From an optimization exercise on the open Yosys and OpenROAD flow, aimed at small area; shortcuts taken in it are not production practice.
Function was checked by simulation only, so behaviour that the tests miss may differ from the original.
Power figures rest on the tool's default switching activity, not on a simulated workload.

File: flow/run.sh
#!/bin/bash
# synth_recipe.tcl (not shown) runs the flow's synth.tcl, then flattens the netlist and writes it again
# the make line also repeats each setting of config.mk as NAME=value (left out here)
make -C /OpenROAD-flow-scripts/flow DESIGN_CONFIG=/design/flow/config.mk WORK_HOME=/design/flow/orfs CLKGATE_MAP_FILE= SYNTH_SCRIPT=/design/flow/synth_recipe.tcl finish
File: flow/config.mk
export PLATFORM = sky130hd
export DESIGN_NAME = top
export DESIGN_NICKNAME = top
export VERILOG_FILES = /design/flow/design.v
export SDC_FILE = /design/flow/constraint.sdc
export NUM_CORES = 4
export LEC_CHECK = 0
export CAP_MARGIN = 20
export CORE_MARGIN = 2
export CORE_UTILIZATION = 40
export SLEW_MARGIN = 20
File: flow/constraint.sdc
create_clock -name core_clock -period 8.0 [get_ports {clk}]
set_input_delay 1.6000 -clock core_clock [delete_from_list [all_inputs] [get_ports {clk}]]
set_output_delay 1.6000 -clock core_clock [all_outputs]
set_load 0.01 [all_outputs]
File: flow/design.v
module uart (
  input wire clk,
  input wire rst,
  input wire en,
  input wire [7:0] tx_byte,
  input wire tx_rdy,
  output reg tx,
  output reg [7:0] rx_byte,
  output reg rx_rdy,
  input wire rx
);
  reg [3:0] tx_state;
  always @ (posedge clk)
  begin
    if (rst) begin
      tx_state <= 0;
      tx <= 1;
    end
    else if (en) begin
    if (tx_state == 0) begin
      if (tx_rdy) begin
        tx_state <= 1;
        tx <= 0;
      end
      else
        tx <= 1;
    end
    else if (tx_state == 9) begin
      tx <= 1;
      tx_state <= 0;
    end
    else begin
      tx <= tx_byte[tx_state - 1];
      tx_state <= tx_state + 1;
    end
    end
  end
  reg [3:0] rx_state;
  always @ (posedge clk)
  begin
    if (rst) begin
      rx_state <= 0;
      rx_rdy <= 0;
    end
    else if (en) begin
    if (rx_state == 0) begin
      rx_rdy <= 0;
      if (~rx)
        rx_state <= 1;
    end
    else if (rx_state == 9) begin
      rx_state <= 0;
      rx_rdy <= 1;  
    end
    else begin
      rx_byte[rx_state - 1] <= rx;
      rx_state <= rx_state + 1;
    end
    end
  end
endmodule
module top (
  input wire clk,
  input wire rst,
  input wire rx,
  output wire tx
);
  reg tx_rdy;
  reg [7:0] tx_byte;
  wire rx_rdy;
  wire [7:0] rx_byte;
  reg [31:0] clk_counter;
  reg clk_uart;
  wire uart_tick = (clk_counter == 542);
  wire uart_rise = uart_tick & ~clk_uart;
  wire uart_fall = uart_tick & clk_uart;
  always @ (posedge clk)
  begin
    if (rst)
    begin
      clk_counter <= 0;
      clk_uart <= 0;
    end
    else if (clk_counter == 542)
    begin
      clk_counter <= 0;
      clk_uart <= ~clk_uart;
    end
    else
      clk_counter <= clk_counter + 1;
  end
  uart u (
    .clk(clk),
    .rst(rst),
    .en(uart_rise),
    .tx_byte(tx_byte),
    .tx_rdy(tx_rdy),
    .tx(tx),
    .rx_byte(rx_byte),
    .rx_rdy(rx_rdy),
    .rx(rx)
  );
  always @ (posedge clk)
  begin
    if (rst)
      tx_rdy <= 0;
    else if (uart_fall)
    begin
      tx_rdy <= rx_rdy;
      if (rx_rdy)
      begin
        if (rx_byte >= 65 && rx_byte <= 90)
          tx_byte <= rx_byte + 32;
        else if (rx_byte >= 97 && rx_byte <= 122)
          tx_byte <= rx_byte - 32;
        else
          tx_byte <= rx_byte;
      end
    end
  end
endmodule
==> results of run 1 <==
flip-flops by register name, summed over array words and instances, names as in the netlist:
register	cells
clk_counter	32
clk_uart	1
tx_byte	8
tx_rdy	1
u.rx_byte	8
u.rx_rdy	1
u.rx_state	4
u.tx	1
u.tx_state	4
per-layer routing:
layer	vias to the layer above	share of wire [%]	track usage [%]	wire (um)
met5	-	0	0	0
li1	1295	-	-	-
met4	0	1.1	5.36	74
met2	29	46	24.3	2960
met3	6	2.2	2.82	144
met1	1237	51	21.8	3300
stage by stage:
stage | cells | area (um2)
floorplan | 353 | 3390
global placement | 446 | 3470
detailed placement | 446 | 3470
CTS | 462 | 3680
global route | 462 | 3690
finish | 462 | 3690
Yosys cell counts (2+ instances only):
master / instances
a311oi_1: 4
xnor2_2: 2
a32o_1: 2
a21oi_1: 6
o221a_2: 2
buf_2: 4
inv_1: 9
xnor2_1: 5
nand3b_1: 3
o41ai_1: 2
nand2b_1: 3
nor2b_1: 3
o21ai_0: 2
buf_4: 3
dfxtp_1: 44
a41oi_1: 3
xor2_1: 31
and2_1: 5
edfxtp_1: 16
clkbuf_1: 7
ha_1: 18
mux2i_1: 2
and4_1: 3
nand3_1: 18
nor2_1: 45
mux2_1: 3
nand4b_1: 7
nor4_1: 7
a21o_1: 4
or2_2: 2
a31oi_1: 3
mux4_2: 2
and3_1: 7
a211oi_1: 2
nor3b_1: 3
nand4_1: 19
nor3_1: 10
nand2_1: 20
path summary, 6_finish.rpt:
check	endpoint	slack (ns)	start
setup / recovery	u.rx_byte[3]	4.04	u.rx_state[0]
hold / removal	clk_counter[0]	0.49	clk_counter[0]
setup reg to reg	u.rx_byte[3]	4.04	u.rx_state[0]
hold reg to reg	clk_counter[0]	0.49	clk_counter[0]
cells by family after synthesis:
kind of cell	after synthesis	share of synthesized area (%)
adders and majority gates	18	6.64
buffers and inverters	25	3.76
AOI/OAI and AO/OA	37	8.45
xor gates and xnor gates	38	10.3
muxes	8	3.25
and+or+nand+nor	167	27.5
DFF	60	40.1
cell type report:
class                   instances  share of cell area (%)
well taps                     105                    3.56
clock inverters                 4                   0.780
flip-flops and latches         60                    36.9
multi-input cells             268                    52.1
inverters                       9                   0.916
repair buffers                  4                    1.02
clock buffers                  12                    4.78
placed cells by master (no fill, tap or decap), types with 2 or more instances in the layout:
master / instances
a41oi_1: 3
nand4b_1: 7
ha_1: 18
nor4_4: 2
a311oi_1: 4
and3_1: 7
a32o_1: 2
o41ai_1: 2
nor4_1: 7
nor3b_2: 2
o21ai_0: 2
xnor2_1: 5
nor2_1: 45
nor2b_1: 3
nand3_1: 18
and2_1: 5
mux2i_1: 2
or2_2: 2
a21oi_1: 6
edfxtp_1: 16
a31oi_1: 3
a21o_1: 4
a211oi_1: 2
inv_1: 9
and4_1: 3
nand2b_1: 3
mux4_2: 2
nand3b_1: 3
clkbuf_8: 11
nand4_1: 19
nor3b_1: 2
o221a_2: 2
xor2_1: 31
clkdlybuf4s50_1: 3
mux2_1: 3
nor3_1: 9
clkinvlp_4: 2
xnor2_2: 2
nand2_1: 20
dfxtp_1: 44
power by group through the flow:
stage	logic, W	registers (W)	clock network, W
6_report	0.00000837	0.000313	0.000275
5_1_grt	0.00000951	0.000313	0.000294
4_1_cts	0.00000857	0.000313	0.000280
3_5_place_dp	0.00000856	0.000320	0
3_3_place_gp	0.00000822	0.000319	0
2_1_floorplan	0.00000566	0.000319	0
==> flow_summary.toml, run 1 <==
[power]
seqPwrFrac_pct = 52.5
leakage_nw = 1.30
power_switching_w = 0.000133
internal_power_w = 0.000462
power_density_mw_per_mm2 = 161
finalPower_w = 0.000596
clkPwrFrac_pct = 46.1
combPwrFrac_pct = 1.4
switching_share_pct = 22.4
ir_drop_v = 0.0000659

[sta]
period_share_pct = 49.5
worst_slew_pin_slew_ns = 0.721
tns_ns = 0
hold_violations = 0
holdWs_ns = 0.495
setup_viol = 0
slew_viol_final = 0
rsz0062_at_grt = "no"
final.setup_skew_ns = 0.00818
fin_ws_ns = 4.04
fin_crit_ns = 3.96
fmax_mhz = 253
maxSlewHeadroom_pct = 51.5

[layout]
fillers = 795
drive_above_1_share_pct = 10.1
multi_input_area_mm2 = 0.00192
antenna_cells = 0
num-nets-final = 373
regArea_mm2 = 0.00136
syn_to_final_growth_pct = 8.82
post-route-util_pct = 44.9

[floorplanning]
initial_core_util_pct = 41.3
dieArea_mm2 = 0.00923
die_width_um = 96.1
rows = 33
coreArea_mm2 = 0.00822
io_pins = 4
fp.dieH_um = 96.1

[synth]
synthTopCellsByArea = "dfxtp_1 26%, edfxtp_1 14%, xor2_1 8.0%, ha_1 6.6%, nor2_1 5.0%"
synth-seq-area-share_pct = 40.1
async_flop_share_pct = 0
synthesis.nets = 374
ys_seq_elements = 60
synth_enable_flop_cells = 16
synth_area_mm2 = 0.00339
syn_inst = 353
ys.flop_type = "dfxtp_1"
yosys_warnings = 2
synth_top_area_share_pct = 26.0
synth_area_leader_cell = "dfxtp_1"
yosys.cell_types.count = 60
avgSynthCellArea_um2 = 9.61

[clocking]
cts_resized = 0
cts_max_path_buffers = 2
clk_latency_ns = 0.33
hold_buffers = 0
cts_buffers = 9
cts_setup_buffers = 0
cts.clk_slew.worst_paths_ns = 0.07
cts_tree = "yes"
htreeDepth = 3
cts_sinks = 60
root_buffer = "clkbuf_8"

[run_status]
outcome = "finished clean"

[routing]
drtAntennaViolNets = 0
drt_pass1_iterations = 4
vias = 2567
drc = 0
routed_wl_um = 6480
drt_iter0_drc = 104
routed_via_density = 5.56
wl_per_cell_um = 14.0

[setup_path]
end_kind = "flip-flop"
max_stage_delay_ns = 0.74
path_class = "flip-flop to flip-flop"
critPathArrivalTime_ns = 4.03
cp_num_cells = 11
crit_family = "simple AND/OR/NAND/NOR gates"
worst_ep_required_time_ns = 8.07
crit_fanout = 19
rr_worst_depth = 11
start_kind = "flip-flop"
critical_path_buf_inv_count = 1
slowest_stage = "dfxtp_1"
worst_path_most_repeated_cell = "ha_1"
cp_cell_sequence = "inv_1 -> ha_1 -> or3_1 -> o21ai_0 -> nand2_1 -> ha_1 -> or4b_4 -> nor4_4 -> nor3b_2 -> nand3_1 -> mux2_1"

[global_routing]
grt_pass1_wl_um = 11500
antenna_found_initial = 0
grt_max_degree = 33
overflow = 0
grt_pass1_vias = 2457
track_usage_pct = 15.6

[worst_hold_path]
hold_path.class = "flip-flop to flip-flop"
hold_depth = 1

[place]
gp_congestion = 0.801
place_ws_ns = 4.04
dp_hpwl_um = 4540
numPortBuffers = 3

[job]
maxCapViolations = 0
==> inputs of run 2 (changes only) <==
==> flow/design.v (replaced) <==
module top (
  input wire clk,
  input wire rst,
  input wire rx,
  output wire tx
);
  localparam [10:0] LFSR_END  = 11'd144;
  localparam [10:0] LFSR_MASK = 11'b11101101011;
  reg [10:0] lfsr;
  wire tick = (lfsr & LFSR_MASK) == (LFSR_END & LFSR_MASK);
  always @(posedge clk)
    lfsr <= {lfsr[9:0], lfsr[10] ^ lfsr[1] ^ tick};
  reg [3:0] fc;
  wire idle    = ~fc[3] & ~fc[2] & ~fc[0];
  wire at_stop =  fc[3] & ~fc[1] & ~fc[0];
  wire fc_in   = ~(fc[3] ^ (fc[2] & ~fc[0]));
  always @(posedge clk)
    if (rst)
      fc <= 4'd0;
    else if (tick & ~(idle & rx))
      fc <= {fc[2:0], fc_in};
  reg [9:0] line;
  wire [7:0] byte_in = {line[0], line[1], line[2], line[3],
                        line[4], line[5], line[6], line[7]};
  wire letter = (byte_in[7:6] == 2'b01) &&
                (byte_in[4:0] != 5'd0) && (byte_in[4:0] <= 5'd26);
  wire flip = at_stop & letter;
  always @(posedge clk)
    if (rst)
      line <= 10'h3ff;
    else if (tick)
      line <= {line[8:3], line[2] ^ flip, line[1:0], rx};
  assign tx = line[9];
endmodule
--- a/flow/config.mk
+++ b/flow/config.mk
@@ -6,6 +6,8 @@
 export NUM_CORES = 4
 export LEC_CHECK = 0
 export CAP_MARGIN = 20
-export CORE_MARGIN = 2
-export CORE_UTILIZATION = 40
+export CORE_AREA = 2 2 60 60
+export CTS_BUF_LIST = sky130_fd_sc_hd__clkbuf_8
+export DIE_AREA = 0 0 62 62
+export PLACE_DENSITY = 0.95
 export SLEW_MARGIN = 20
==> run 2 against run 1 <==
Area after synthesis is 75% lower. Wire length is 79% lower. Die area is 58% lower. Hold slack worse by 0.17 ns. Clock-buffer cell count is 9 lower. Non-clock buffer count is 1 lower. Critical path depth is 10 lower. Sequential share of layout area is 14 points higher. Synthesized cell count is 74% lower. Highest routed layer unchanged.
==> flow_summary.toml, run 2 <==
[synth]
yosys_warnings = 1
avgSynthCellArea_um2 = 9.27
ys_seq_elements = 25
synth_top_area_share_pct = 58.1
synth_area_um2 = 862
synth-seq-area-share_pct = 58.1
async_flop_share_pct = 0
synthTopCellsByArea = "dfxtp_1 58%, nand2_1 11%, nand3b_1 7.8%, nor2_1 3.0%, a21oi_1 2.3%"
syn_inst = 93
yosys.cell_types.count = 22
synth_area_leader_cell = "dfxtp_1"
synth_enable_flop_cells = 0
synthTopCellsByCount = "25 x dfxtp_1, 25 x nand2_1, 9 x nand3b_1, 7 x nor2_1, 4 x a21oi_1"
ys.flop_type = "dfxtp_1"
synthesis.nets = 96

[sta]
maxSlewHeadroom_pct = 67.8
slew_viol_final = 0
period_share_pct = 34.7
final.setup_skew_ns = 0.00758
fin_crit_ns = 2.78
tns_ns = 0
rsz0062_at_grt = "no"
fin_ws_ns = 5.22
hold_violations = 0
setup_viol = 0
worst_slew_pin_slew_ns = 0.481
fmax_mhz = 360
holdWs_ns = 0.330

[power]
switching_share_pct = 19.4
power_switching_w = 0.0000395
finalPower_w = 0.000204
clkPwrFrac_pct = 34.0
leakage_nw = 0.324
power_density_mw_per_mm2 = 209
combPwrFrac_pct = 2.9
internal_power_w = 0.000165
seqPwrFrac_pct = 63.1
ir_drop_v = 0.0000660

[routing]
drc = 0
routed_via_density = 4.25
wl_per_cell_um = 9.46
routed_wl_um = 1340
vias = 603
drt_pass1_iterations = 4
drtAntennaViolNets = 0
drt_iter0_drc = 56

[floorplanning]
dieArea_mm2 = 0.00384
die_width_um = 62
fp.dieH_um = 62
initial_core_util_pct = 26.2
coreArea_mm2 = 0.00328
rows = 21
io_pins = 4

[clocking]
hold_buffers = 0
cts.clk_slew.worst_paths_ns = 0.08
cts_setup_buffers = 0
cts_resized = 0
cts_tree = "yes"
cts_max_path_buffers = 2
clk_latency_ns = 0.26
root_buffer = "clkbuf_8"
cts_buffers = 3
cts_sinks = 25
htreeDepth = 1

[layout]
syn_to_final_growth_pct = 13.4
drive_above_1_share_pct = 5.21
fillers = 343
largest_register_ffs = 11
reg.largest.list = "lfsr (11), line (10), fc (4)"
regMostFlops = "lfsr"
antenna_cells = 0
layout_common_cells = "25 x nand2_1, 25 x dfxtp_1, 9 x nand3b_1"
num-nets-final = 100

[setup_path]
slowest_stage = "clkdlybuf4s50_1"
start_kind = "flip-flop"
crit_fanout = 2
crit_family = "buffers and inverters"
path_class = "flip-flop to output port"
cp_cell_sequence = "clkdlybuf4s50_1"
worst_ep_required_time_ns = 6.40
critPathArrivalTime_ns = 1.18
critical_path_buf_inv_count = 1
max_stage_delay_ns = 0.55
end_kind = "output port"

[global_routing]
grt_pass1_vias = 506
track_usage_pct = 8.55
grtUsageMet3_pct = 4.35
antenna_found_initial = 0
use_met2_pct = 11.3
grt_pass1_wl_um = 2250
grt_max_degree = 17
grt_use_met1_pct = 10.4
overflow = 0
grt_busiest_layer = "met2"

[place]
dp_hpwl_um = 918
numPortBuffers = 3
place_ws_ns = 5.08
gp_congestion = 0.751

[job]
maxCapViolations = 0

[run_status]
outcome = "finished clean"

[worst_hold_path]
hold_path.class = "flip-flop to flip-flop"
[run 2: cell count changes in the layout (fill, tap and decap cells not counted), moves of 18 or more]
cell,previous run,this run
xor2_1,31,0
nand3_1,18,0
nor2_1,45,7
dfxtp_1,44,25
ha_1,18,0
nand4_1,19,0
[run 2: path summary, 6_finish.rpt]
| path | from | end | slack, ns | cells after the start |
|---|---|---|---|---|
| setup / recovery | line[9] | tx | 5.22 | 1 |
| hold / removal | lfsr[4] | lfsr[5] | 0.33 | 0 |
| setup reg to reg | lfsr[1] | line[3] | 6.36 | 4 |
| hold reg to reg | lfsr[4] | lfsr[5] | 0.33 | 0 |
[run 2: per-layer routing]
metal / part of all wire, % / up-vias
li1: - / 318
met1: 52 / 271
met2: 41 / 10
met3: 4.7 / 4
met4: 2.5 / 0
met5: 0 / -
[run 2: cells by family (layout without fill, tap and decap cells)]
logic type,count (synthesis),in the layout,synth area share (%)
XOR/XNOR,1,1,1.02
flip-flops,25,25,58.1
buffers and inverters,5,8,2.47
AND/OR/NAND/NOR,53,53,31.9
AO/OA/AOI/OAI,9,9,6.53
[run 2: power groups by stage]
| stage | sequential, W | combinational, W | clock, W |
|---|---|---|---|
| 6_report | 0.000129 | 0.00000602 | 0.0000694 |
| 3_5_place_dp | 0.000132 | 0.00000604 | 0 |
| 5_1_grt | 0.000129 | 0.00000656 | 0.0000784 |
| 2_1_floorplan | 0.000131 | 0.00000353 | 0 |
| 3_3_place_gp | 0.000132 | 0.00000590 | 0 |
| 4_1_cts | 0.000129 | 0.00000605 | 0.0000730 |
[run 2: cell type report]
type	instances	area, um2	share of cell area, %
well taps	46	57.6	5.89
repair buffers	3	30.0	3.07
flip-flops and latches	25	500	51.2
inverters	1	3.75	0.384
clock inverters	1	3.75	0.384
multi-input cells	63	340	34.8
clock buffers	3	41.3	4.23
[run 2: through the flow]
stage / util (%) / cell area [um2] / std cells
2_1_floorplan: - / 862 / 93
3_3_place_gp: 28.4 / 932 / 138
3_5_place_dp: 28.4 / 932 / 138
4_1_cts: 29.8 / 977 / 142
5_1_grt: 29.8 / 977 / 142
6_report: 29.8 / 977 / 142
==> inputs of run 3 (changes only) <==
--- a/flow/config.mk
+++ b/flow/config.mk
@@ -9,5 +9,4 @@
 export CORE_AREA = 2 2 60 60
 export CTS_BUF_LIST = sky130_fd_sc_hd__clkbuf_8
 export DIE_AREA = 0 0 62 62
-export PLACE_DENSITY = 0.95
 export SLEW_MARGIN = 20
==> run 3 against run 2 <==
First-iteration DRC count down 18%. Still clean. Setup slack better by 0.064 ns. Final cell count did not move.
==> flow_summary.toml, run 3 <==
[routing]
drc = 0
drt_pass1_iterations = 4
wl_per_cell_um = 9.49
vias = 610
routed_wl_um = 1350
routed_via_density = 4.30
drt_iter0_drc = 46
drtAntennaViolNets = 0

[global_routing]
overflow = 0
antenna_found_initial = 0
grt_pass1_wl_um = 2370
grt_max_degree = 17
grt_pass1_vias = 552
track_usage_pct = 8.49

[layout]
num-nets-final = 100
fillers = 352
layout.cells.non_filler = 142
layout_common_cells = "25 x nand2_1, 25 x dfxtp_1, 9 x nand3b_1"
syn_to_final_growth_pct = 13.4
antenna_cells = 0
finalInstanceArea_um2 = 977
largest_register_ffs = 11
regMostFlops = "lfsr"
reg.largest.list = "lfsr (11), line (10), fc (4)"
drive_above_1_share_pct = 5.21

[clocking]
hold_buffers = 0
cts_buffers = 3
cts_sinks = 25
cts_tree = "yes"
cts_max_path_buffers = 2
cts_setup_buffers = 0
cts.clk_slew.worst_paths_ns = 0.07
cts_resized = 0
root_buffer = "clkbuf_8"
htreeDepth = 1
clk_latency_ns = 0.26

[run_status]
outcome = "finished clean"

[sta]
maxSlewHeadroom_pct = 66.1
setup_viol = 0
worst_slew_pin_slew_ns = 0.508
slew_viol_final = 0
period_share_pct = 33.9
hold_violations = 0
tns_ns = 0
final.setup_skew_ns = 0.00602
rsz0062_at_grt = "no"
fin_crit_ns = 2.71
fmax_mhz = 369

[setup_path]
start_kind = "flip-flop"
max_stage_delay_ns = 0.53
reg2reg_slack_ns = 6.32
slowest_stage = "clkdlybuf4s50_1"
cp_cell_sequence = "clkdlybuf4s50_1"
critical_path_buf_inv_count = 1
worst_ep_required_time_ns = 6.40
end_kind = "output port"
path_class = "flip-flop to output port"
critPathArrivalTime_ns = 1.11
rr_startpoint = "lfsr[1]"
reg2reg_to = "line[3]"
crit_fanout = 2
rr_worst_depth = 4
crit_family = "buffers and inverters"

[worst_hold_path]
hold_end = "lfsr[3]"
hold_depth = 0
hold_path.class = "flip-flop to flip-flop"
min-delay-start = "lfsr[2]"

[synth]
yosys.cell_types.count = 22
synth_compound_area_share_pct = 6.53
synth_top_family_by_area = "simple AND/OR/NAND/NOR gates"
async_flop_share_pct = 0
yosys_warnings = 1
synthTopCellsByArea = "dfxtp_1 58%, nand2_1 11%, nand3b_1 7.8%, nor2_1 3.0%, a21oi_1 2.3%"
avgSynthCellArea_um2 = 9.27
synth_area_leader_cell = "dfxtp_1"
ys_seq_elements = 25
synth_enable_flop_cells = 0
ys.flop_type = "dfxtp_1"
synth_fa_ha_area_share_pct = 0
synth-simple-area-share_pct = 31.9
synthesis.nets = 96
synthTopCellsByCount = "25 x dfxtp_1, 25 x nand2_1, 9 x nand3b_1, 7 x nor2_1, 4 x a21oi_1"
synth-seq-area-share_pct = 58.1
synthMuxAreaShare_pct = 0
synth_xor_area_share_pct = 1.02
syn_inst = 93
synth_area_um2 = 862
synth_top_area_share_pct = 58.1

[power]
finalPower_w = 0.000204
power_density_mw_per_mm2 = 208
leakage_nw = 0.324
ir_drop_v = 0.000111

[floorplanning]
io_pins = 4
dieArea_mm2 = 0.00384
rows = 21
die_width_um = 62
fp.dieH_um = 62
initial_core_util_pct = 26.2
coreArea_mm2 = 0.00328

[place]
numPortBuffers = 3
gp_congestion = 0.715
post_dp_cell_area_um2 = 932
dp_hpwl_um = 874
place_inst = 138

[job]
maxCapViolations = 0
## run 3: cell counts in the layout (fill, tap and decap cells not counted)
No cell type changed its count.
## run 3: worst max path at each step
stage                 start    end  slack [ns]  depth (start not counted)
floorplan                rx  fc[2]        5.67                          3
global placement         rx  fc[2]        5.09                          4
CTS                 line[9]     tx        5.27                          1
finish              line[9]     tx        5.29                          1
global route        line[9]     tx        5.23                          1
detailed placement       rx  fc[2]        5.07                          4
## run 3: layout make-up
class / instances / area, um2 / share of cell area [%]
clock buffers: 3 / 41.3 / 4.23
clock inverters: 1 / 3.75 / 0.384
inverters: 1 / 3.75 / 0.384
multi-input cells: 63 / 340 / 34.8
flip-flops and latches: 25 / 500 / 51.2
well taps: 46 / 57.6 / 5.89
repair buffers: 3 / 30.0 / 3.07
## run 3: routing by layer
| metal | vias up | share of wire, % | global-route usage [%] |
|---|---|---|---|
| li1 | 318 | - | - |
| met1 | 284 | 54 | 10.9 |
| met2 | 6 | 42 | 12.4 |
| met3 | 2 | 3.9 | 4.35 |
| met4 | 0 | 0.67 | 2.74 |
| met5 | - | 0 | 0 |
## run 3: report_power, final
| group | internal (W) | switching [W] |
|---|---|---|
| logic | 0.00000353 | 0.00000258 |
| clock network | 0.0000342 | 0.0000347 |
| registers | 0.000127 | 0.00000177 |
## run 3: cells by family after synthesis
| logic type | count (synthesis) |
|---|---|
| AOI/OAI and AO/OA | 9 |
| and+or+nand+nor | 53 |
| xor gates and xnor gates | 1 |
| DFF | 25 |
| buffers and inverters | 5 |
## run 3: metrics by stage
stage               hold WS (ns)  setup WS, ns  utilization [%]
finish                     0.332          5.29             29.8
global route               0.342          5.23             29.8
CTS                        0.336          5.27             29.8
detailed placement         0.317          5.07             28.4
global placement           0.313          5.09             28.4
floorplan                  0.310          5.67                -
==> inputs of run 4 (changes only) <==
--- a/flow/config.mk
+++ b/flow/config.mk
@@ -5,6 +5,7 @@
 export SDC_FILE = /design/flow/constraint.sdc
 export NUM_CORES = 4
 export LEC_CHECK = 0
+export ABC_AREA = 1
 export CAP_MARGIN = 20
 export CORE_AREA = 2 2 60 60
 export CTS_BUF_LIST = sky130_fd_sc_hd__clkbuf_8
==> run 4 against run 3 <==
Critical path type unchanged. Register-to-register slack improved by 0.45 ns. Synthesized cell count rose by 7.5%. Area after synthesis rose by 1.6%. Sequential power barely moved. Maximum frequency fell by 1.6%. Setup slack got worse by 0.045 ns. Die area did not move. Clock-buffer cell count did not move. Final area rose by 1.3%. Total power fell by 0.48%. Critical path depth did not move.
==> flow_summary.toml, run 4 <==
[routing]
wl_per_cell_um = 8.62
drtAntennaViolNets = 0
drc = 0
drt_iter0_drc = 39
drt_pass1_iterations = 4
vias = 607
routed_via_density = 4.02
routed_wl_um = 1300

[setup_path]
worst_ep_required_time_ns = 6.40
critical_path_buf_inv_count = 1
crit_fanout = 2
crit_start = "line[9]"
end_kind = "output port"
rr_startpoint = "lfsr[6]"
cp_cell_sequence = "clkdlybuf4s50_1"
cp_num_cells = 1
path_class = "flip-flop to output port"
critPathArrivalTime_ns = 1.16
crit_family = "buffers and inverters"
slowest_stage = "clkdlybuf4s50_1"
rr_worst_depth = 6
start_kind = "flip-flop"
max_stage_delay_ns = 0.54

[sta]
maxSlewHeadroom_pct = 68.0
period_share_pct = 34.5
slew_viol_final = 0
final.setup_skew_ns = 0.00242
fmax_mhz = 363
worst_slew_pin_slew_ns = 0.478
setup_viol = 0
hold_violations = 0
fin_crit_ns = 2.76
rsz0062_at_grt = "no"
tns_ns = 0

[clocking]
hold_buffers = 0
cts_tree = "yes"
cts_buffers = 3
cts_resized = 0
cts.clk_slew.worst_paths_ns = 0.08
htreeDepth = 1
root_buffer = "clkbuf_8"
cts_setup_buffers = 0
cts_sinks = 25
cts_max_path_buffers = 2
clk_latency_ns = 0.26

[layout]
multi_input_area_um2 = 323
post-route-util_pct = 30.1
drive_above_1_share_pct = 12.4
reg.largest.list = "lfsr (11), line (10), fc (4)"
largest_register_ffs = 11
regArea_um2 = 500
regMostFlops = "lfsr"
num-nets-final = 109
syn_to_final_growth_pct = 13.0
layout_common_cells = "25 x dfxtp_1, 21 x nand2_1, 14 x a21oi_1"
final_common_cell = "dfxtp_1"
fillers = 364
antenna_cells = 0

[power]
leakage_nw = 0.374
power_density_mw_per_mm2 = 205
ir_drop_v = 0.000119

[synth]
ys_seq_elements = 25
syn_inst = 100
yosys.cell_types.count = 18
yosysMostFrequentCell = "dfxtp_1"
synthTopCellsByArea = "dfxtp_1 57%, nand2_1 9.0%, a21oi_1 8.0%, nand3_1 4.6%, nor2_1 3.4%"
synth_top_area_share_pct = 57.1
async_flop_share_pct = 0
synth_area_leader_cell = "dfxtp_1"
synth-seq-area-share_pct = 57.1
synth_enable_flop_cells = 0
synth_area_um2 = 876
yosys_warnings = 1
ys.flop_type = "dfxtp_1"
synthTopCellsByCount = "25 x dfxtp_1, 21 x nand2_1, 14 x a21oi_1, 8 x nand3_1, 8 x nor2_1"
synthesis.nets = 103
avgSynthCellArea_um2 = 8.76

[global_routing]
grt_max_degree = 20
antenna_found_initial = 0
use_met2_pct = 12.4
overflow = 0
grt_pass1_wl_um = 2050
grt_use_met1_pct = 8.38
grtUsageMet3_pct = 4.35
track_usage_pct = 7.51
grt_pass1_vias = 505
grt_busiest_layer = "met2"

[place]
dp_hpwl_um = 940
gp_congestion = 0.666
numPortBuffers = 3

[worst_hold_path]
hold_path.class = "flip-flop to flip-flop"
min-delay-start = "lfsr[7]"
hold_depth = 0

[job]
maxCapViolations = 0

[floorplanning]
io_pins = 4
fp.dieH_um = 62
rows = 21
die_width_um = 62
dieArea_mm2 = 0.00384
initial_core_util_pct = 26.7
coreArea_mm2 = 0.00328

[run_status]
outcome = "finished clean"
## run 4: cell types whose count changed after synthesis, moves of 2 or more
cell      delta
inv_1        +5
o21ai_0      -2
a21oi_1     +10
o21ai_1      +5
nand2_2      +3
nand3_1      +8
nor4_1       -3
nand2_1      -4
or3_1        -2
nand3b_1     -9
clkbuf_1     -2
## run 4: report_power, final
group | total, W | leakage [nW] | internal, W | switching (W)
Combinational | 0.00000560 | 0.145 | 0.00000259 | 0.00000301
Sequential | 0.000127 | 0.203 | 0.000126 | 0.00000109
Clock | 0.0000703 | 0.0255 | 0.0000347 | 0.0000356
Total | 0.000203 | 0.374 | 0.000163 | 0.0000396
## run 4: logic make-up after synthesis
kind of cell           count (synthesis)  synth area share, %
AND/OR/NAND/NOR                       44                 24.0
flip-flops                            25                 57.1
AO/OA/AOI/OAI                         20                 11.9
buffers and inverters                 10                 6.00
XOR/XNOR                               1                 1.00
## run 4: metal layers
metal / vias up / wire, um
met2: 7 / 600
met1: 265 / 630
li1: 333 / -
met4: 0 / 18
met3: 2 / 52
met5: - / 0
## run 4: path summary, 6_finish.rpt
check            end  slack, ns
max               tx       5.24
max reg2reg  line[8]       6.77
min          lfsr[8]       0.33
min reg2reg  lfsr[8]       0.33
## run 4: final cells by class
| type | instances | area share [%] |
|---|---|---|
| inverters | 8 | 3.29 |
| repair buffers | 3 | 3.03 |
| multi-input cells | 65 | 32.6 |
| flip-flops and latches | 25 | 50.6 |
| well taps | 46 | 5.82 |
| clock inverters | 1 | 0.506 |
| clock buffers | 3 | 4.17 |
## run 4: stage by stage
stage	total power [W]	hold WS, ns	std cells	area (um2)	setup WS, ns
2_1_floorplan	0.000133	0.310	100	876	5.91
3_3_place_gp	0.000135	0.315	147	943	5.33
3_5_place_dp	0.000135	0.319	147	943	5.29
4_1_cts	0.000206	0.337	151	990	5.24
5_1_grt	0.000213	0.350	151	990	5.21
6_report	0.000203	0.332	151	990	5.24
==> inputs of run 5 (changes only) <==
--- a/flow/config.mk
+++ b/flow/config.mk
@@ -5,9 +5,11 @@
 export SDC_FILE = /design/flow/constraint.sdc
 export NUM_CORES = 4
 export LEC_CHECK = 0
-export ABC_AREA = 1
 export CAP_MARGIN = 20
 export CORE_AREA = 2 2 60 60
 export CTS_BUF_LIST = sky130_fd_sc_hd__clkbuf_8
+export CTS_CLUSTER_DIAMETER = 100
+export CTS_CLUSTER_SIZE = 30
 export DIE_AREA = 0 0 62 62
+export PLACE_DENSITY = 0.95
 export SLEW_MARGIN = 20
==> run 5 against run 4 <==
Sequential power is essentially flat. Wire length grew 3.3%. Flip-flop and latch count is the same. Maximum frequency shrank 0.70%. Total power grew 0.74%. Largest cell class unchanged.
==> flow_summary.toml, run 5 <==
[job]
maxCapViolations = 0

[synth]
async_flop_share_pct = 0
synthesis.nets = 96
synthTopCellsByCount = "25 x dfxtp_1, 25 x nand2_1, 9 x nand3b_1, 7 x nor2_1, 4 x a21oi_1"
synth_area_leader_cell = "dfxtp_1"
yosys_warnings = 1
avgSynthCellArea_um2 = 9.27
synth-seq-area-share_pct = 58.1
synthTopCellsByArea = "dfxtp_1 58%, nand2_1 11%, nand3b_1 7.8%, nor2_1 3.0%, a21oi_1 2.3%"
syn_inst = 93
synth_top_area_share_pct = 58.1
synth_enable_flop_cells = 0
synth_area_um2 = 862
ys.flop_type = "dfxtp_1"
ys_seq_elements = 25
yosys.cell_types.count = 22

[layout]
largest_register_ffs = 11
regMostFlops = "lfsr"
post-route-util_pct = 29.8
reg.largest.list = "lfsr (11), line (10), fc (4)"
num-nets-final = 100
fillers = 343
drive_above_1_share_pct = 5.21
syn_to_final_growth_pct = 13.4
multi_input_area_um2 = 340
layout_common_cells = "25 x nand2_1, 25 x dfxtp_1, 9 x nand3b_1"
antenna_cells = 0
regArea_um2 = 500

[routing]
drt_iter0_drc = 56
wl_per_cell_um = 9.46
drtAntennaViolNets = 0
top_layer = "met4"
wl_met2_um = 551
dr_wl_met3_um = 63
routed_wl_um = 1340
drt_pass1_iterations = 4
routed_via_density = 4.25
drt-met1-wl_um = 695
vias = 603
drc = 0

[global_routing]
overflow = 0
grt_max_degree = 17
antenna_found_initial = 0
grt_pass1_vias = 506
grt_pass1_wl_um = 2250
track_usage_pct = 8.55

[clocking]
cts_setup_buffers = 0
clk_latency_ns = 0.26
cts_sinks = 25
cts.clk_slew.worst_paths_ns = 0.08
cts_max_path_buffers = 2
cts_resized = 0
root_buffer = "clkbuf_8"
cts_buffers = 3
cts_tree = "yes"
htreeDepth = 1
hold_buffers = 0

[sta]
hold_violations = 0
fin_crit_ns = 2.78
final.setup_skew_ns = 0.00758
rsz0062_at_grt = "no"
worst_slew_pin_slew_ns = 0.481
period_share_pct = 34.7
slew_viol_final = 0
fmax_mhz = 360
setup_viol = 0
tns_ns = 0
maxSlewHeadroom_pct = 67.8
holdWs_ns = 0.330

[setup_path]
start_kind = "flip-flop"
crit_fanout = 2
critical_path_buf_inv_count = 1
critPathArrivalTime_ns = 1.18
cp_cell_sequence = "clkdlybuf4s50_1"
rr_startpoint = "lfsr[1]"
max_stage_delay_ns = 0.55
crit_start = "line[9]"
slowest_stage = "clkdlybuf4s50_1"
path_class = "flip-flop to output port"
end_kind = "output port"
worst_ep_required_time_ns = 6.40
crit_family = "buffers and inverters"

[power]
leakage_nw = 0.324
power_density_mw_per_mm2 = 209
internal_power_w = 0.000165
clkPwrFrac_pct = 34.0
finalPower_w = 0.000204
ir_drop_v = 0.0000660
switching_share_pct = 19.4
seqPwrFrac_pct = 63.1
combPwrFrac_pct = 2.9
power_switching_w = 0.0000395

[place]
numPortBuffers = 3
gp_congestion = 0.751
dp_hpwl_um = 918

[run_status]
outcome = "finished clean"

[floorplanning]
rows = 21
initial_core_util_pct = 26.2
die_width_um = 62
coreArea_mm2 = 0.00328
io_pins = 4
fp.dieH_um = 62
dieArea_mm2 = 0.00384

[worst_hold_path]
min-delay-start = "lfsr[4]"
hold_path.class = "flip-flop to flip-flop"
==> run 5: cell types whose count changed after synthesis, moves of 2 or more <==
| cell | before | now |
|---|---|---|
| a21oi_1 | 14 | 4 |
| clkbuf_1 | 0 | 2 |
| inv_1 | 6 | 1 |
| nand2_1 | 21 | 25 |
| nand2_2 | 3 | 0 |
| nand3_1 | 8 | 0 |
| nand3b_1 | 0 | 9 |
| nor4_1 | 0 | 3 |
| o21ai_0 | 0 | 2 |
| o21ai_1 | 5 | 0 |
| or3_1 | 0 | 2 |
==> run 5: per-layer routing <==
| layer | GRT usage [%] | vias to the layer above |
|---|---|---|
| li1 | - | 318 |
| met1 | 10.4 | 271 |
| met2 | 11.3 | 10 |
| met3 | 4.35 | 4 |
| met4 | 6.38 | 0 |
| met5 | 0 | - |
==> run 5: kinds of logic after synthesis <==
group / synth area share [%]
AO/OA/AOI/OAI: 6.53
flip-flops: 58.1
XOR/XNOR: 1.02
AND/OR/NAND/NOR: 31.9
buffers and inverters: 2.47
==> run 5: through the flow <==
stage                     worst slack (ns)  instance area (um2)  instances
final                                 5.22                  977        142
after detailed placement              5.08                  932        138
after global placement                5.10                  932        138
after CTS                             5.20                  977        142
after global routing                  5.17                  977        142
after floorplan                       5.67                  862         93
==> run 5: final cells by class <==
cell class / count / area share, %
Clock buffer: 3 / 4.23
Clock inverter: 1 / 0.384
Inverter: 1 / 0.384
Multi-Input combinational cell: 63 / 34.8
Sequential cell: 25 / 51.2
Tap cell: 46 / 5.89
Timing Repair Buffer: 3 / 3.07
==> run 5: worst paths after layout <==
| path | end | slack (ns) | cells past startpoint |
|---|---|---|---|
| hold reg to reg | lfsr[5] | 0.33 | 0 |
| hold / removal | lfsr[5] | 0.33 | 0 |
| setup / recovery | tx | 5.22 | 1 |
| setup reg to reg | line[3] | 6.36 | 4 |
==> run 5: power groups by stage <==
stage               sequential, W  combinational [W]  clock [W]
floorplan                0.000131         0.00000353          0
global placement         0.000132         0.00000590          0
detailed placement       0.000132         0.00000604          0
CTS                      0.000129         0.00000605  0.0000730
global route             0.000129         0.00000656  0.0000784
finish                   0.000129         0.00000602  0.0000694
==> inputs of run 6 (changes only) <==
--- a/flow/config.mk
+++ b/flow/config.mk
@@ -7,7 +7,7 @@
 export LEC_CHECK = 0
 export CAP_MARGIN = 20
 export CORE_AREA = 2 2 60 60
-export CTS_BUF_LIST = sky130_fd_sc_hd__clkbuf_8
+export CTS_BUF_LIST = sky130_fd_sc_hd__clkbuf_16
 export CTS_CLUSTER_DIAMETER = 100
 export CTS_CLUSTER_SIZE = 30
 export DIE_AREA = 0 0 62 62
==> run 6 against run 5 <==
Utilization up 1.0 points. Still clean on timing, DRC and antenna. Critical path type unchanged. Die area unchanged. Synthesized cell count unchanged. Non-clock buffer count unchanged. Largest power group unchanged. First-iteration DRC count down 45%. Critical endpoint unchanged. Critical path depth unchanged. Clock power up 51%. Sequential power about the same. Largest cell class unchanged. Register-to-register slack about the same. Total power up 18%. Wire length up 1.3%.
==> flow_summary.toml, run 6 <==
[floorplanning]
io_pins = 4
initial_core_util_pct = 26.2
coreArea_mm2 = 0.00328
fp.dieH_um = 62
rows = 21
die_width_um = 62
dieArea_mm2 = 0.00384

[sta]
fmax_mhz = 362
hold_violations = 0
rsz0062_at_grt = "no"
final.setup_skew_ns = 0.00517
maxSlewHeadroom_pct = 67.6
fin_crit_ns = 2.76
setup_viol = 0
period_share_pct = 34.5
worst_slew_pin_slew_ns = 0.484
slew_viol_final = 0
tns_ns = 0

[clocking]
cts_tree = "yes"
cts.clk_slew.worst_paths_ns = 0.06
root_buffer = "clkbuf_16"
cts_resized = 0
htreeDepth = 1
hold_buffers = 0
cts_sinks = 25
cts_max_path_buffers = 2
cts_buffers = 3
clk_latency_ns = 0.25
cts_setup_buffers = 0

[synth]
yosys_warnings = 1
synthTopCellsByArea = "dfxtp_1 58%, nand2_1 11%, nand3b_1 7.8%, nor2_1 3.0%, a21oi_1 2.3%"
synthTopCellsByCount = "25 x dfxtp_1, 25 x nand2_1, 9 x nand3b_1, 7 x nor2_1, 4 x a21oi_1"
syn_inst = 93
avgSynthCellArea_um2 = 9.27
synth_enable_flop_cells = 0
synth_area_leader_cell = "dfxtp_1"
synth_area_um2 = 862
async_flop_share_pct = 0
ys_seq_elements = 25
yosys.cell_types.count = 22
ys.flop_type = "dfxtp_1"
synthesis.nets = 96
synth_top_area_share_pct = 58.1
synth-seq-area-share_pct = 58.1

[layout]
fillers = 337
reg.largest.list = "lfsr (11), line (10), fc (4)"
drive_above_1_share_pct = 5.21
syn_to_final_growth_pct = 17.3
regMostFlops = "lfsr"
num-nets-final = 100
layout_common_cells = "25 x nand2_1, 25 x dfxtp_1, 9 x nand3b_1"
multi_input_area_um2 = 340
antenna_cells = 0
largest_register_ffs = 11
regArea_um2 = 500

[setup_path]
critical_path_buf_inv_count = 1
crit_fanout = 2
end_kind = "output port"
start_kind = "flip-flop"
critPathArrivalTime_ns = 1.16
worst_ep_required_time_ns = 6.40
path_class = "flip-flop to output port"
slowest_stage = "clkdlybuf4s50_1"
cp_cell_sequence = "clkdlybuf4s50_1"
max_stage_delay_ns = 0.55
crit_family = "buffers and inverters"

[routing]
drt_pass1_iterations = 4
vias = 603
drc = 0
routed_wl_um = 1360
drt_iter0_drc = 31
drtAntennaViolNets = 0
routed_via_density = 4.25
wl_per_cell_um = 9.59

[power]
combPwrFrac_pct = 2.5
clkPwrFrac_pct = 43.9
power_density_mw_per_mm2 = 238
switching_share_pct = 17.9
internal_power_w = 0.000197
power_switching_w = 0.0000431
seqPwrFrac_pct = 53.7
finalPower_w = 0.000240
ir_drop_v = 0.0000701
leakage_nw = 0.339

[global_routing]
grt_max_degree = 17
antenna_found_initial = 0
track_usage_pct = 8.47
grt_pass1_wl_um = 2240
grt_pass1_vias = 502
overflow = 0

[worst_hold_path]
hold_path.class = "flip-flop to flip-flop"

[run_status]
outcome = "finished clean"

[place]
numPortBuffers = 3
gp_congestion = 0.751
dp_hpwl_um = 918

[job]
maxCapViolations = 0
[run 6: cell counts after synthesis]
Identical to the previous run, type by type.
[run 6: area by class of cell]
| cell class | instances | share of cell area [%] |
|---|---|---|
| clock buffer | 3 | 7.43 |
| multi-input combinational | 63 | 33.7 |
| timing repair buffer | 3 | 2.97 |
| sequential | 25 | 49.5 |
| inverter | 1 | 0.371 |
| clock inverter | 1 | 0.371 |
| tap | 46 | 5.69 |
[run 6: cells by family (layout without fill, tap and decap cells)]
kind of cell | Yosys count | after routing | synth area share [%]
buffers and inverters | 5 | 8 | 2.47
DFF | 25 | 25 | 58.1
and+or+nand+nor | 53 | 53 | 31.9
AOI/OAI and AO/OA | 9 | 9 | 6.53
xor gates and xnor gates | 1 | 1 | 1.02
[run 6: per-layer routing]
metal | share of wire (%) | GRT usage (%) | up-vias
met3 | 5.5 | 4.35 | 5
li1 | - | - | 319
met1 | 49 | 10.6 | 262
met4 | 2.1 | 5.47 | 0
met5 | 0 | 0 | -
met2 | 43 | 11.3 | 17
[run 6: per-stage QoR]
step | hold slack [ns] | cells | worst slack, ns | util [%] | instance area [um2]
after floorplan | 0.310 | 93 | 5.67 | - | 862
after global routing | 0.336 | 142 | 5.20 | 30.8 | 1010
after detailed placement | 0.312 | 138 | 5.08 | 28.4 | 932
after global placement | 0.311 | 138 | 5.10 | 28.4 | 932
final | 0.325 | 142 | 5.24 | 30.8 | 1010
after CTS | 0.325 | 142 | 5.22 | 30.8 | 1010
[run 6: power by group through the flow]
stage / clock network, W / registers [W] / logic, W
after floorplan: 0 / 0.000131 / 0.00000353
after global placement: 0 / 0.000132 / 0.00000590
after detailed placement: 0 / 0.000132 / 0.00000604
after CTS: 0.000109 / 0.000129 / 0.00000607
after global routing: 0.000114 / 0.000129 / 0.00000659
final: 0.000105 / 0.000129 / 0.00000600
[run 6: path summary, 6_finish.rpt]
path | startpoint | endpoint | slack [ns] | cells after the start
max | line[9] | tx | 5.24 | 1
min | lfsr[4] | lfsr[5] | 0.33 | 0
max reg2reg | lfsr[1] | line[3] | 6.37 | 4
min reg2reg | lfsr[4] | lfsr[5] | 0.33 | 0
==> inputs of run 7 (changes only) <==
--- a/flow/design.v
+++ b/flow/design.v
@@ -13,11 +13,11 @@
   reg [3:0] fc;
   wire idle    = ~fc[3] & ~fc[2] & ~fc[0];
   wire at_stop =  fc[3] & ~fc[1] & ~fc[0];
-  wire fc_in   = ~(fc[3] ^ (fc[2] & ~fc[0]));
+  wire fc_in   = idle ? ~rx : ~(fc[3] ^ (fc[2] & ~fc[0]));
   always @(posedge clk)
     if (rst)
       fc <= 4'd0;
-    else if (tick & ~(idle & rx))
+    else if (tick)
       fc <= {fc[2:0], fc_in};
   reg [9:0] line;
   wire [7:0] byte_in = {line[0], line[1], line[2], line[3],
==> flow/config.mk (replaced) <==
export PLATFORM = sky130hd
export DESIGN_NAME = top
export DESIGN_NICKNAME = top
export VERILOG_FILES = /design/flow/design.v
export SDC_FILE = /design/flow/constraint.sdc
export NUM_CORES = 4
export LEC_CHECK = 0
export CAP_MARGIN = 20
export CORE_AREA = 2 2 60 60
export CTS_BUF_LIST = sky130_fd_sc_hd__clkbuf_8
export DIE_AREA = 0 0 62 62
export SLEW_MARGIN = 20
==> run 7 against run 6 <==
Via count is 2.7% lower. Still clean on timing, DRC and antenna. Die area unchanged. Wire length is 0.73% lower. First-iteration DRC count is 45% higher. Highest routed layer unchanged. Critical path type unchanged. Synthesized cell count fell by 4.3%. Largest power group unchanged. Non-clock buffer count stayed put. Total power decreased by 12%.
==> flow_summary.toml, run 7 <==
[routing]
drc = 0
wl_per_cell_um = 9.73
wl_met2_um = 590
vias = 587
drt_pass1_iterations = 4
routed_via_density = 4.22
drt_iter0_drc = 45
dr_wl_met3_um = 49
routed_wl_um = 1350
top_layer = "met4"
drtAntennaViolNets = 0
drt-met1-wl_um = 701

[sta]
maxSlewHeadroom_pct = 64.3
tns_ns = 0
slew_viol_final = 0
final.setup_skew_ns = 0.00356
setup_viol = 0
rsz0062_at_grt = "no"
hold_violations = 0
period_share_pct = 34.1
holdWs_ns = 0.333
fin_ws_ns = 5.27
worst_slew_pin_slew_ns = 0.534
fmax_mhz = 366
fin_crit_ns = 2.73

[synth]
async_flop_share_pct = 0
ys_seq_elements = 25
yosysMostFrequentCell = "nand2_1"
synth_top_area_share_pct = 56.3
synth_area_leader_cell = "dfxtp_1"
avgSynthCellArea_um2 = 10.0
synth_area_um2 = 890
syn_inst = 89
synth-seq-area-share_pct = 56.3
ys.flop_type = "dfxtp_1"
synth_enable_flop_cells = 0
yosys_warnings = 1
synthTopCellsByArea = "dfxtp_1 56%, nand2_1 11%, nand3b_1 7.6%, nor4_2 2.8%, buf_6 2.5%"
synthesis.nets = 92
synthTopCellsByCount = "27 x nand2_1, 25 x dfxtp_1, 9 x nand3b_1, 4 x a21oi_1, 3 x nor2_1"
yosys.cell_types.count = 22

[place]
post_dp_cell_area_um2 = 951
place_inst = 135
gp_congestion = 0.712
dp_hpwl_um = 921
place_ws_ns = 5.15
numPortBuffers = 3

[global_routing]
track_usage_pct = 8.49
grt_pass1_vias = 541
grt_max_degree = 17
grt_pass1_wl_um = 2320
overflow = 0
antenna_found_initial = 0

[clocking]
cts_sinks = 25
cts_resized = 0
root_buffer = "clkbuf_8"
cts_tree = "yes"
cts_max_path_buffers = 2
cts_buffers = 3
clk_latency_ns = 0.27
cts.clk_slew.worst_paths_ns = 0.09
cts_setup_buffers = 0
hold_buffers = 0
htreeDepth = 1

[layout]
drive_above_1_share_pct = 16.1
antenna_cells = 0
regMostFlops = "lfsr"
final_common_cell = "nand2_1"
fillers = 334
syn_to_final_growth_pct = 12.5
layout_common_cells = "27 x nand2_1, 25 x dfxtp_1, 9 x nand3b_1"
reg.largest.list = "lfsr (11), line (10), fc (4)"
num-nets-final = 97
finalInstanceArea_mm2 = 0.00100
largest_register_ffs = 11
layout.cells.non_filler = 139

[worst_hold_path]
min-delay-start = "lfsr[7]"
hold_path.class = "flip-flop to flip-flop"
hold_depth = 0
hold_end = "lfsr[8]"

[floorplanning]
fp.dieH_um = 62
dieArea_mm2 = 0.00384
die_width_um = 62
rows = 21
io_pins = 4
coreArea_mm2 = 0.00328
initial_core_util_pct = 27.1

[job]
maxCapViolations = 0

[setup_path]
max_stage_delay_ns = 0.53
cp_cell_sequence = "clkdlybuf4s50_1"
crit_fanout = 2
rr_startpoint = "lfsr[1]"
crit_family = "buffers and inverters"
rr_worst_depth = 4
slowest_stage = "clkdlybuf4s50_1"
path_class = "flip-flop to output port"
worst_ep_required_time_ns = 6.40
reg2reg_slack_ns = 6.44
critPathArrivalTime_ns = 1.13
start_kind = "flip-flop"
end_kind = "output port"
critical_path_buf_inv_count = 1
reg2reg_to = "line[3]"

[run_status]
outcome = "finished clean"

[power]
leakage_nw = 0.334
ir_drop_v = 0.000120
power_density_mw_per_mm2 = 212
## run 7: worst max-delay path by stage
stage / startpoint / end / slack (ns) / cells after the start
2_1_floorplan: rx / fc[0] / 5.95 / 4
3_3_place_gp: rst / line[3] / 5.19 / 4
3_5_place_dp: rst / line[3] / 5.15 / 4
4_1_cts: line[9] / tx / 5.24 / 1
5_1_grt: line[9] / tx / 5.20 / 1
6_report: line[9] / tx / 5.27 / 1
## run 7: through the flow
step / power (W) / utilization [%]
floorplan: 0.000136 / -
global placement: 0.000139 / 29.0
finish: 0.000212 / 30.5
global route: 0.000223 / 30.5
CTS: 0.000216 / 30.5
detailed placement: 0.000139 / 29.0
## run 7: kinds of logic after synthesis
logic type             after synthesis  share of synthesized area, %
AND/OR/NAND/NOR                     52                          32.9
flip-flops                          25                          56.3
AO/OA/AOI/OAI                        8                          6.89
buffers and inverters                3                          2.95
XOR/XNOR                             1                         0.985
## run 7: layer usage
| metal | global-route usage [%] | vias to the layer above |
|---|---|---|
| li1 | - | 305 |
| met1 | 10.1 | 276 |
| met2 | 12.8 | 4 |
| met3 | 4.97 | 2 |
| met4 | 2.74 | 0 |
| met5 | 0 | - |
## run 7: layout make-up
| type | instances | area, um2 | area share [%] |
|---|---|---|---|
| flip-flops and latches | 25 | 500 | 50.0 |
| multi-input cells | 61 | 363 | 36.3 |
| well taps | 46 | 57.6 | 5.75 |
| clock buffers | 3 | 41.3 | 4.13 |
| repair buffers | 3 | 30.0 | 3.00 |
| clock inverters | 1 | 8.76 | 0.875 |
## run 7: where the power goes
group          internal (W)  switching (W)  leakage, nW
sequential         0.000127     0.00000210        0.205
combinational    0.00000384     0.00000303        0.103
clock             0.0000364      0.0000393       0.0261
total              0.000167      0.0000444        0.334
==> inputs of run 8 (changes only) <==
--- a/flow/config.mk
+++ b/flow/config.mk
@@ -5,6 +5,7 @@
 export SDC_FILE = /design/flow/constraint.sdc
 export NUM_CORES = 4
 export LEC_CHECK = 0
+export ABC_AREA = 1
 export CAP_MARGIN = 20
 export CORE_AREA = 2 2 60 60
 export CTS_BUF_LIST = sky130_fd_sc_hd__clkbuf_8
==> run 8 against run 7 <==
Still clean. Setup slack got worse by 0.0036 ns. Clock skew decreased by 0.0024 ns. Register-to-register slack improved by 0.16 ns. Via count increased by 3.4%. Utilization decreased by 1.2 points. Flip-flop and latch count unchanged. Total power decreased by 4.1%. Final cell count increased by 6.5%. Maximum frequency decreased by 0.13%. First-iteration DRC count decreased by 27%. Clock power decreased by 6.3%. Die area unchanged. Largest power group unchanged.
==> flow_summary.toml, run 8 <==
[layout]
regMostFlops = "lfsr"
syn_to_final_growth_pct = 12.9
regArea_um2 = 500
fillers = 354
num-nets-final = 106
layout_common_cells = "25 x dfxtp_1, 18 x nand2_1, 10 x inv_1, 10 x nor2_1"
multi_input_area_um2 = 287
drive_above_1_share_pct = 10.8
final_common_cell = "dfxtp_1"
largest_register_ffs = 11
antenna_cells = 0
reg.largest.list = "lfsr (11), line (10), fc (4)"

[clocking]
root_buffer = "clkbuf_8"
hold_buffers = 0
cts.clk_slew.worst_paths_ns = 0.08
cts_setup_buffers = 0
cts_tree = "yes"
cts_max_path_buffers = 2
cts_resized = 0
cts_sinks = 25
htreeDepth = 1
clk_latency_ns = 0.26
cts_buffers = 3

[power]
seqPwrFrac_pct = 62.4
power_density_mw_per_mm2 = 211
internal_power_w = 0.000163
leakage_nw = 0.393
power_switching_w = 0.0000401
ir_drop_v = 0.000103
clkPwrFrac_pct = 34.9
finalPower_w = 0.000203
switching_share_pct = 19.8
combPwrFrac_pct = 2.6

[sta]
period_share_pct = 34.2
fmax_mhz = 366
fin_crit_ns = 2.73
maxSlewHeadroom_pct = 75.0
tns_ns = 0
setup_viol = 0
slew_viol_final = 0
rsz0062_at_grt = "no"
hold_violations = 0
worst_slew_pin_slew_ns = 0.374
final.setup_skew_ns = 0.00114

[global_routing]
antenna_found_initial = 0
grt_pass1_wl_um = 2370
track_usage_pct = 8.46
overflow = 0
grt_pass1_vias = 572
grt_max_degree = 19

[synth]
synthesis.nets = 101
yosys.cell_types.count = 18
synthTopCellsByCount = "25 x dfxtp_1, 18 x nand2_1, 10 x inv_1, 10 x nor2_1"
yosys_warnings = 1
synth_area_um2 = 852
syn_inst = 98
synthTopCellsByArea = "dfxtp_1 59%, nand2_1 7.9%, inv_1 4.4%, nor2_1 4.4%, nand3_1 4.1%"
ys_seq_elements = 25
async_flop_share_pct = 0
synth_enable_flop_cells = 0
synth_area_leader_cell = "dfxtp_1"
ys.flop_type = "dfxtp_1"
yosysMostFrequentCell = "dfxtp_1"
avgSynthCellArea_um2 = 8.69
synth-seq-area-share_pct = 58.7
synth_top_area_share_pct = 58.7

[setup_path]
reg2reg_slack_ns = 6.60
critPathArrivalTime_ns = 1.13
start_kind = "flip-flop"
worst_ep_required_time_ns = 6.40
path_class = "flip-flop to output port"
end_kind = "output port"
crit_fanout = 2
crit_family = "buffers and inverters"
slowest_stage = "clkdlybuf4s50_1"
critical_path_buf_inv_count = 1
cp_cell_sequence = "clkdlybuf4s50_1"
max_stage_delay_ns = 0.53

[floorplanning]
coreArea_mm2 = 0.00328
io_pins = 4
fp.dieH_um = 62
die_width_um = 62
dieArea_mm2 = 0.00384
initial_core_util_pct = 25.9
rows = 21

[routing]
routed_via_density = 4.10
routed_wl_um = 1390
drt_iter0_drc = 33
drtAntennaViolNets = 0
drc = 0
drt_pass1_iterations = 4
vias = 607
wl_per_cell_um = 9.37

[place]
numPortBuffers = 3
gp_congestion = 0.718
dp_hpwl_um = 989

[worst_hold_path]
hold_path.class = "flip-flop to flip-flop"

[job]
maxCapViolations = 0

[run_status]
outcome = "finished clean"
==> run 8: cell count changes after synthesis, moves of 2 or more <==
cell	change
a21oi_1	+2
a21oi_2	+2
inv_1	+10
nand2_1	-9
nand3_1	+5
nand3b_1	-9
nor2_1	+7
nor3_1	-2
nor4_2	-2
o21ai_0	+7
o21ai_1	+3
==> run 8: logic make-up (layout without fill, tap and decap cells) <==
family                 after synthesis  count (layout)  share of synthesized area [%]
flip-flops                          25              25                           58.7
buffers and inverters               14              18                           7.64
AND/OR/NAND/NOR                     39              39                           20.0
AO/OA/AOI/OAI                       20              20                           13.7
==> run 8: area by class of cell <==
| cell class | count | share of cell area, % |
|---|---|---|
| Clock inverter | 1 | 0.520 |
| Inverter | 11 | 4.29 |
| Tap cell | 46 | 5.98 |
| Multi-Input combinational cell | 59 | 29.8 |
| Sequential cell | 25 | 52.0 |
| Timing Repair Buffer | 3 | 3.12 |
| Clock buffer | 3 | 4.29 |
==> run 8: metal layers <==
| layer | up-vias | global-route usage (%) | share of wire (%) |
|---|---|---|---|
| met2 | 9 | 14.4 | 50 |
| met3 | 2 | 3.73 | 4.4 |
| met1 | 279 | 9.80 | 45 |
| li1 | 317 | - | - |
| met5 | - | 0 | 0 |
| met4 | 0 | 1.82 | 0.65 |
==> run 8: final timing paths <==
| check | end | cells past startpoint | from |
|---|---|---|---|
| max | tx | 1 | line[9] |
| min | lfsr[8] | 0 | lfsr[7] |
| max reg2reg | line[6] | 6 | lfsr[1] |
| min reg2reg | lfsr[8] | 0 | lfsr[7] |
==> run 8: power by group through the flow <==
| stage | logic (W) | clock network [W] | registers (W) |
|---|---|---|---|
| after floorplan | 0.00000324 | 0 | 0.000130 |
| after global routing | 0.00000605 | 0.0000781 | 0.000127 |
| after global placement | 0.00000529 | 0 | 0.000130 |
| after detailed placement | 0.00000541 | 0 | 0.000130 |
| final | 0.00000538 | 0.0000709 | 0.000127 |
| after CTS | 0.00000547 | 0.0000738 | 0.000127 |
==> run 8: worst reg2reg max path: cells and delay by family, from the launching register on <==
family,cells,cell delay [ns]
simple gates,3,0.54
flops,1,0.34
buf+inv,1,0.20
compound gates,2,0.22
==> run 8: metrics by stage <==
stage | hold slack, ns | setup WS (ns) | utilization (%) | instances | cell area, um2
3_3_place_gp | 0.315 | 5.27 | 27.9 | 144 | 916
4_1_cts | 0.335 | 5.24 | 29.3 | 148 | 962
2_1_floorplan | 0.310 | 5.87 | - | 98 | 852
6_report | 0.334 | 5.27 | 29.3 | 148 | 962
5_1_grt | 0.338 | 5.21 | 29.3 | 148 | 962
3_5_place_dp | 0.315 | 5.22 | 27.9 | 144 | 916
==> inputs of run 9 (changes only) <==
==> flow/flow/run.sh (new file) <==
#!/bin/bash
# Standard ORFS layout, with plain buf_1 cells as port buffers and a
# clock tree built from clkbuf_8 without dummy loads.
set -euo pipefail
bash standard.sh finish \
  'BUFFER_PORTS_ARGS=-buffer_cell sky130_fd_sc_hd__buf_1' \
  'CTS_ARGS=-sink_clustering_enable -repair_clock_nets -dont_use_dummy_load -buf_list sky130_fd_sc_hd__clkbuf_8 -root_buf sky130_fd_sc_hd__clkbuf_8 -sink_clustering_size 30 -sink_clustering_max_diameter 200' \
  > standard.log 2>&1
==> flow/standard.sh (new file) <==
#!/bin/bash
# synth_recipe.tcl (not shown) runs the flow's synth.tcl, then flattens the netlist and writes it again
# the make line also repeats each setting of config.mk as NAME=value (left out here)
make -C /OpenROAD-flow-scripts/flow DESIGN_CONFIG=/design/flow/config.mk WORK_HOME=/design/flow/orfs CLKGATE_MAP_FILE= SYNTH_SCRIPT=/design/flow/synth_recipe.tcl "${@:-finish}"
removed: flow/run.sh
==> run 9 against run 8 <==
Largest power group unchanged. Clock power is 3.7% lower. First-iteration DRC count is 9.1% lower. Maximum frequency is 16% higher. Sequential share of layout area is 1.3 points higher. Die area stayed put. Via count is 2.1% higher.
==> flow_summary.toml, run 9 <==
[job]
maxCapViolations = 0

[run_status]
outcome = "finished clean"

[global_routing]
grt_pass1_vias = 563
grt_max_degree = 19
grt_pass1_wl_um = 2300
track_usage_pct = 8.74
overflow = 0
antenna_found_initial = 0

[layout]
reg.largest.list = "lfsr (11), line (10), fc (4)"
regMostFlops = "lfsr"
largest_register_ffs = 11
num-nets-final = 106
syn_to_final_growth_pct = 10.1
layout_common_cells = "25 x dfxtp_1, 18 x nand2_1, 10 x inv_1, 10 x nor2_1"
final_common_cell = "dfxtp_1"
antenna_cells = 0
drive_above_1_share_pct = 9.90
finalInstanceArea_um2 = 938

[clocking]
cts_resized = 0
htreeDepth = 1
cts_buffers = 3
cts_setup_buffers = 0
hold_buffers = 0
clk_latency_ns = 0.27
cts_sinks = 25
cts.clk_slew.worst_paths_ns = 0.08
cts_max_path_buffers = 2
cts_tree = "yes"
root_buffer = "clkbuf_8"

[floorplanning]
io_pins = 4
dieArea_mm2 = 0.00384
coreArea_mm2 = 0.00328
rows = 21
initial_core_util_pct = 25.9
die_width_um = 62
fp.dieH_um = 62

[routing]
routed_wl_um = 1400
drtAntennaViolNets = 0
routed_via_density = 4.22
vias = 620
drt_pass1_iterations = 4
wl_per_cell_um = 9.52
drt_iter0_drc = 30
drc = 0

[power]
leakage_nw = 0.381
ir_drop_v = 0.000118
power_density_mw_per_mm2 = 213

[place]
gp_congestion = 0.726
numPortBuffers = 3
dp_hpwl_um = 1010
post_dp_cell_area_um2 = 897

[synth]
synth_area_um2 = 852
synth_top_area_share_pct = 58.7
yosysMostFrequentCell = "dfxtp_1"
synth-seq-area-share_pct = 58.7
synthTopCellsByArea = "dfxtp_1 59%, nand2_1 7.9%, inv_1 4.4%, nor2_1 4.4%, nand3_1 4.1%"
ys.flop_type = "dfxtp_1"
synthTopCellsByCount = "25 x dfxtp_1, 18 x nand2_1, 10 x inv_1, 10 x nor2_1"
avgSynthCellArea_um2 = 8.69
yosys.cell_types.count = 18
ys_seq_elements = 25
synth_area_leader_cell = "dfxtp_1"
synthesis.nets = 101
synth_enable_flop_cells = 0
async_flop_share_pct = 0
syn_inst = 98
yosys_warnings = 1

[sta]
maxSlewHeadroom_pct = 70.4
period_share_pct = 29.5
fin_crit_ns = 2.36
setup_viol = 0
hold_violations = 0
tns_ns = 0
rsz0062_at_grt = "no"
fmax_mhz = 424
final.setup_skew_ns = 0.0149
slew_viol_final = 0
worst_slew_pin_slew_ns = 0.443

[setup_path]
start_kind = "flip-flop"
critical_path_buf_inv_count = 1
critPathArrivalTime_ns = 0.76
crit_family = "flip-flops"
crit_fanout = 2
worst_ep_required_time_ns = 6.40
rr_worst_depth = 6
reg2reg_slack_ns = 6.58
path_class = "flip-flop to output port"
max_stage_delay_ns = 0.34
end_kind = "output port"
rr_startpoint = "lfsr[1]"
cp_cell_sequence = "buf_1"
slowest_stage = "dfxtp_1"
reg2reg_to = "line[6]"

[worst_hold_path]
hold_path.class = "flip-flop to flip-flop"
hold_depth = 0
min-delay-start = "lfsr[7]"
hold_end = "lfsr[8]"
## run 9: cell counts after synthesis
Identical to the previous run, type by type.
## run 9: cells by family (layout without fill, tap and decap cells)
family / after synthesis / in the layout / share of synthesized area [%]
AND/OR/NAND/NOR: 39 / 39 / 20.0
flip-flops: 25 / 25 / 58.7
AO/OA/AOI/OAI: 20 / 20 / 13.7
buffers and inverters: 14 / 17 / 7.64
## run 9: worst register-to-register path: cells and delay by family (launching register included)
kind | cells | cell delay [ns]
buffers and inverters | 1 | 0.20
flip-flops | 1 | 0.34
AND/OR/NAND/NOR | 3 | 0.52
AO/OA/AOI/OAI | 2 | 0.24
## run 9: per-stage QoR
| step | setup slack, ns | instances | util [%] | power [W] | hold slack, ns |
|---|---|---|---|---|---|
| floorplan | 5.87 | 98 | - | 0.000133 | 0.310 |
| global placement | 5.61 | 144 | 27.3 | 0.000134 | 0.316 |
| detailed placement | 5.54 | 144 | 27.3 | 0.000134 | 0.312 |
| CTS | 5.61 | 147 | 28.6 | 0.000203 | 0.336 |
| global route | 5.58 | 147 | 28.6 | 0.000208 | 0.339 |
| finish | 5.64 | 147 | 28.6 | 0.000200 | 0.332 |
## run 9: cell type report
class,instances,area (um2)
Fill cell,358,2350
Sequential cell,25,500
Multi-Input combinational cell,59,287
Tap cell,46,57.6
Clock buffer,3,41.3
Inverter,11,41.3
Timing Repair Buffer,3,11.3
## run 9: worst max path at each step
| stage | start | end | slack, ns | cells past startpoint |
|---|---|---|---|---|
| 2_1_floorplan | rst | fc[1] | 5.87 | 4 |
| 3_3_place_gp | rst | fc[1] | 5.61 | 4 |
| 3_5_place_dp | rst | fc[1] | 5.54 | 4 |
| 4_1_cts | line[9] | tx | 5.61 | 1 |
| 5_1_grt | line[9] | tx | 5.58 | 1 |
| 6_report | line[9] | tx | 5.64 | 1 |
## run 9: metal layers
| metal | GRT usage, % | part of all wire (%) | up-vias |
|---|---|---|---|
| met4 | 6.38 | 2.7 | 0 |
| met2 | 14.4 | 47 | 11 |
| met3 | 3.73 | 4.8 | 4 |
| met1 | 8.72 | 46 | 287 |
| li1 | - | - | 318 |
| met5 | 0 | 0 | - |
## run 9: report_power, final
| part | internal (W) | leakage, nW | switching (W) |
|---|---|---|---|
| logic | 0.00000166 | 0.156 | 0.00000280 |
| clock network | 0.0000336 | 0.0216 | 0.0000347 |
| registers | 0.000126 | 0.203 | 0.00000115 |

[afterwards: timing with drivers on the ports]
Ports are ideal in the flow. The routed layouts listed here were re-timed in OpenROAD. Step 1 (the two cells are an assumption about what drives the block):
set clk [get_ports {clk}]
set_driving_cell -lib_cell sky130_fd_sc_hd__clkbuf_16 $clk
set_driving_cell -lib_cell sky130_fd_sc_hd__buf_2 [delete_from_list [all_inputs] $clk]
Step 2 moves the port delays by t, midway between the first and last clock arrival at a register: inputs arrive t later, outputs are due t later. That takes back most of the time a late clock gives input paths. a / b / c = no drivers / after step 1 / after step 2; a / b = the first two.
| run | t (ns) | setup WS [ns] | worst register clock-pin slew, ns | worst slew at a driven data input, ns |
|---|---|---|---|---|
| run 1 | 0.354 | 4.042 / 4.042 / 4.042 | 0.08 / 0.08 | 0.03 |
| run 2 | 0.283 | 5.223 / 5.200 / 5.081 | 0.08 / 0.08 | 0.03 |
| run 3 | 0.279 | 5.287 / 5.265 / 5.063 | 0.08 / 0.08 | 0.03 |
| run 4 | 0.282 | 5.243 / 5.219 / 5.280 | 0.08 / 0.08 | 0.03 |
| run 5 | 0.283 | 5.223 / 5.200 / 5.081 | 0.08 / 0.08 | 0.03 |
| run 6 | 0.279 | 5.240 / 5.214 / 5.070 | 0.06 / 0.06 | 0.03 |
| run 7 | 0.286 | 5.271 / 5.248 / 5.126 | 0.09 / 0.09 | 0.03 |
| run 8 | 0.280 | 5.267 / 5.245 / 5.220 | 0.08 / 0.08 | 0.03 |
| run 9 | 0.286 | 5.640 / 5.616 / 5.515 | 0.08 / 0.08 | 0.03 |
After both steps every run listed still meets setup and hold. For run 3, which loses most, drivers alone change the setup slack by -0.022 ns; drivers and shift together by -0.224 ns.
